This is an optimization exercise on Yosys and OpenROAD, whose aim is small area, a short achievable clock period and few clock cycles, not a production implementation.
RTL that was checked went through simulation tests only; none was proved equivalent to the original.
No driver is modelled on the clock port, so clocking that relies on it looks cheaper here than on a real chip.
No activity file was given, so power comes from the tool's default toggle rates.

## xenon
==> flow/design.v <==
`timescale 1ns/1ps
module RISC_V(clk, rst, mem_addr, mem_wdata, mem_we, mem_rdata);
    input clk, rst;
    input  [15:0] mem_rdata;
    output [15:0] mem_addr;
    output [15:0] mem_wdata;
    output        mem_we;
    reg  [15:1] fa;         
    reg  [15:0] ir;         
    reg  [7:0]  sa, sb;     
    reg         iv;         
    reg         mem;        
    reg  [15:0] ea;         
    reg  [2:0]  mrd;        
    reg         mst;        
    reg  [15:0] rf [0:7];
    integer k;
    wire [15:0] w      = mem_rdata;
    wire        w_jump = ~mem & (w[14:12] == 3'b100);
    wire        w_pt   = ~mem & (w[14:12] == 3'b011) & w[15];   
    wire [15:1] joff   = w[14] ? {{4{w[15]}}, w[11:1]}
                               : {{12{w[15]}}, w[9], w[2:1]};
    wire [15:1] tgt    = fa + joff;
    wire [15:1] fp1    = fa + {14'd0, ~mem};
    wire [15:1] fnext  = (w_jump | w_pt) ? tgt : fp1;
    wire [2:0] op  = ir[14:12];
    wire [2:0] f3  = ir[2:0];
    wire       exv = iv & ~mem;
    wire is_r  = (op == 3'b000);
    wire is_l  = (op == 3'b001);
    wire is_s  = (op == 3'b010);
    wire is_b  = (op == 3'b011);
    wire is_i  = (op == 3'b101);
    reg [15:0] a, b;
    always @(*) begin
        a = 16'd0;
        b = 16'd0;
        for (k = 0; k < 8; k = k + 1) begin
            a = a | ({16{sa[k]}} & rf[k]);
            b = b | ({16{sb[k]}} & rf[k]);
        end
    end
    wire [15:0] immI = {{10{ir[15]}}, ir[8:6], ir[2:0]};
    wire [15:0] immS = {{10{ir[15]}}, ir[5:0]};
    wire        sub  = is_b | (is_r & ~f3[2] & (f3[1] | f3[0]));
    wire [15:0] op2  = (is_r | is_b) ? (sub ? ~b : b) : (is_s ? immS : immI);
    wire [15:0] sum  = a + op2 + {15'd0, sub};
    wire        lt   = (a[15] ^ b[15]) ? a[15] : sum[15];
    wire        eq   = (a == b);
    reg [15:0] res;
    always @(*) begin
        if (is_r & (f3 == 3'b111))      res = a & b;
        else if (is_r & (f3 == 3'b110)) res = a | b;
        else if (is_r & (f3 == 3'b010)) res = {15'd0, lt};
        else                            res = sum;
    end
    wire [4:0]  bimm  = {ir[15], ir[15], ir[9], ir[2:1]};         
    wire [4:0]  boff  = ir[15] ? (5'd1 - bimm) : (bimm - 5'd1);
    wire [15:1] alt   = fa + {{10{boff[4]}}, boff};
    wire taken    = ir[11] ? lt : (eq ^ ir[10]);
    wire redirect = exv & is_b & (taken ^ ir[15]);
    wire        ex_we = exv & (is_r | is_i);
    wire        wen   = mem ? ~mst : ex_we;
    wire [2:0]  wa    = mem ? mrd : ir[11:9];
    wire [15:0] wd    = mem ? mem_rdata : res;
    always @(posedge clk)
        if (wen) rf[wa] <= wd;
    always @(posedge clk or posedge rst) begin
        if (rst) begin
            fa  <= 15'd0;
            iv  <= 1'b0;
            mem <= 1'b0;
        end else begin
            mem <= exv & (is_l | is_s);
            fa <= ({15{redirect}} & alt) | ({15{~redirect}} & fnext);
            if (~mem)
                iv <= ~redirect;
        end
    end
    wire keep_b = mem | (exv & is_s);
    always @(posedge clk) begin
        if (~mem)
            ir <= w;
        for (k = 0; k < 8; k = k + 1) begin
            sa[k] <= mem ? (ir[5:3] == k) : (w[5:3] == k);
            sb[k] <= keep_b ? (ir[8:6] == k) : (w[8:6] == k);
        end
        ea  <= sum;
        mrd <= ir[11:9];
        mst <= is_s;
    end
    assign mem_addr  = mem ? ea : {fa, 1'b0};
    assign mem_wdata = b;
    assign mem_we    = mem & mst;
endmodule
export LEC_CHECK = 0
export ABC_AREA = 1
export CAP_MARGIN = 20
export CORE_MARGIN = 2
export CORE_UTILIZATION = 40
export SETUP_SLACK_MARGIN = 4.6
export SLEW_MARGIN = 20
create_clock -name core_clock -period 8.0 [get_ports {clk}]
standard.sh (not shown) runs the stock make flow with config.mk's settings and CLKGATE_MAP_FILE= SYNTH_SCRIPT=/design/flow/synth_recipe.tcl, a recipe that flattens the netlist after the stock synthesis.
==> flow/flow/run.sh <==
#!/bin/bash
# The standard layout (standard.sh) with three changes:
# - synthesis leaves adders to ABC instead of mapping them onto the
#   library's full/half-adder cells (ADDER_MAP_FILE empty); the registers
#   are the standard synthesis's;
# - plain buffers on the ports (buffer_ports otherwise picks delay cells);
# - after the post-CTS timing repair, a downsizing pass that keeps the setup slack at or above SETUP_SLACK_MARGIN.
# Full tool output goes to standard.log.
set -e
export FLOW_FLOW_DIR=$PWD/flow
export ADDER_MAP_FILE=
export BUFFER_PORTS_ARGS="-buffer_cell sky130_fd_sc_hd__buf_1"
export POST_CTS_TCL=$FLOW_FLOW_DIR/post_cts.tcl
bash standard.sh > standard.log 2>&1
Other scripts of this flow, unchanged in this note and not shown: flow/flow/area_recover.tcl, flow/flow/post_cts.tcl
Here is what was changed in the inputs of umber compared with xenon.
==> flow/design.v, changed modules only <==
module RISC_V(clk, rst, mem_addr, mem_wdata, mem_we, mem_rdata);
    input clk, rst;
    input  [15:0] mem_rdata;
    output [15:0] mem_addr;
    output [15:0] mem_wdata;
    output        mem_we;
    reg  [15:1] fa;         
    reg  [15:0] ir;         
    reg  [7:0]  sa, sb;     
    reg         iv;         
    reg         mem;        
    reg  [15:0] ea;         
    reg  [2:0]  mrd;        
    reg         mst;        
    reg  [15:0] rf [0:7];
    integer k;
    wire [15:0] w      = mem_rdata;
    wire        w_jump = (w[14:12] == 3'b100);
    wire        w_pt   = (w[14:12] == 3'b011) & w[15];   
    wire [15:1] inc    = w_jump ? {{4{w[15]}}, w[11:1]} :
                         w_pt   ? {{12{w[15]}}, w[9], w[2:1]} : 15'd1;
    wire [15:1] fnext  = fa + inc;
    wire [2:0] op  = ir[14:12];
    wire [2:0] f3  = ir[2:0];
    wire       exv = iv & ~mem;
    wire is_r  = (op == 3'b000);
    wire is_l  = (op == 3'b001);
    wire is_s  = (op == 3'b010);
    wire is_b  = (op == 3'b011);
    wire is_i  = (op == 3'b101);
    reg [15:0] a, b;
    always @(*) begin
        a = 16'd0;
        b = 16'd0;
        for (k = 0; k < 8; k = k + 1) begin
            a = a | ({16{sa[k]}} & rf[k]);
            b = b | ({16{sb[k]}} & rf[k]);
        end
    end
    wire [15:0] immI = {{10{ir[15]}}, ir[8:6], ir[2:0]};
    wire [15:0] immS = {{10{ir[15]}}, ir[5:0]};
    wire        sub  = is_b | (is_r & ~f3[2] & (f3[1] | f3[0]));
    wire [15:0] op2  = (is_r | is_b) ? (sub ? ~b : b) : (is_s ? immS : immI);
    wire [15:0] sum  = a + op2 + {15'd0, sub};
    wire        lt   = (a[15] ^ b[15]) ? a[15] : sum[15];
    wire        eq   = (a == b);
    reg [15:0] res;
    always @(*) begin
        if (is_r & (f3 == 3'b111))      res = a & b;
        else if (is_r & (f3 == 3'b110)) res = a | b;
        else if (is_r & (f3 == 3'b010)) res = {15'd0, lt};
        else                            res = sum;
    end
    wire [4:0]  bimm  = {ir[15], ir[15], ir[9], ir[2:1]};         
    wire [4:0]  boff  = ir[15] ? (5'd1 - bimm) : (bimm - 5'd1);
    wire [15:1] alt   = fa + {{10{boff[4]}}, boff};
    wire taken    = ir[11] ? lt : (eq ^ ir[10]);
    wire redirect = exv & is_b & (taken ^ ir[15]);
    wire        ex_we = exv & (is_r | is_i);
    wire        wen   = mem ? ~mst : ex_we;
    wire [2:0]  wa    = mem ? mrd : ir[11:9];
    wire [15:0] wd    = mem ? mem_rdata : res;
    always @(posedge clk)
        if (wen) rf[wa] <= wd;
    always @(posedge clk or posedge rst) begin
        if (rst) begin
            fa  <= 15'd0;
            iv  <= 1'b0;
            mem <= 1'b0;
        end else begin
            mem <= exv & (is_l | is_s);
            if (~mem) begin
                fa <= ({15{redirect}} & alt) | ({15{~redirect}} & fnext);
                iv <= ~redirect;
            end
        end
    end
    wire keep_b = mem | (exv & is_s);
    always @(posedge clk) begin
        if (~mem)
            ir <= w;
        for (k = 0; k < 8; k = k + 1) begin
            sa[k] <= mem ? (ir[5:3] == k) : (w[5:3] == k);
            sb[k] <= keep_b ? (ir[8:6] == k) : (w[8:6] == k);
        end
        ea  <= sum;
        mrd <= ir[11:9];
        mst <= is_s;
    end
    assign mem_addr  = mem ? ea : {fa, 1'b0};
    assign mem_wdata = b;
    assign mem_we    = mem & mst;
endmodule
Notes after the runs:
Per the final summary, umber finished and its layout is clean on timing, DRC and antenna. | final critical-path setup slack | higher: xenon |. Utilization after layout (lower): xenon. End point of the critical path: fa[15]$_DFFE_PP0N_ -> umber, fa[14]$_DFF_PP0_ -> xenon. ~same global-route usage in xenon and umber. umber against xenon: multi-input combinational cell count picked up an extra 25; total design power roughly the same. Compared to xenon, umber has clock-buffer cell count 3 lower. Diff xenon -> umber: final design area excluding fillers moved up; average cell area after synthesis moved down; total core area level; total detailed-routing wirelength moved up. Comparing xenon and umber, shortest period the worst path allows is higher on umber.
Testbench counts of umber, summed over its fixed seeds: cycles 40,390.
For xenon, only the layout was checked, not whether the RTL still works.

## static timing again, ports no longer ideal
The results above use ideal ports. As a check the final layouts listed here were re-extracted and re-timed, cells and wires unchanged.
Step 1: set_driving_cell puts a clkbuf_16 on clk and a buf_2 on each other input, an assumption about the parent block.
Step 2, shift: input delay + t, output delay - t, t = (earliest + latest rising clock arrival at the registers) / 2. This alone moves slack from input paths to output paths.
Slacks: ideal / step 1 / step 2; pairs: ideal / step 1.
run	t, ns	setup slack, ns	worst setup path at the end
xenon	0.490	4.582 / 4.596 / 4.105	input to register
umber	0.491	4.415 / 4.401 / 3.910	input to register
After both steps setup and hold are still met in every run listed. The setup slack of umber, which loses most, moves by -0.014 ns with the drivers and by -0.505 ns with both steps.
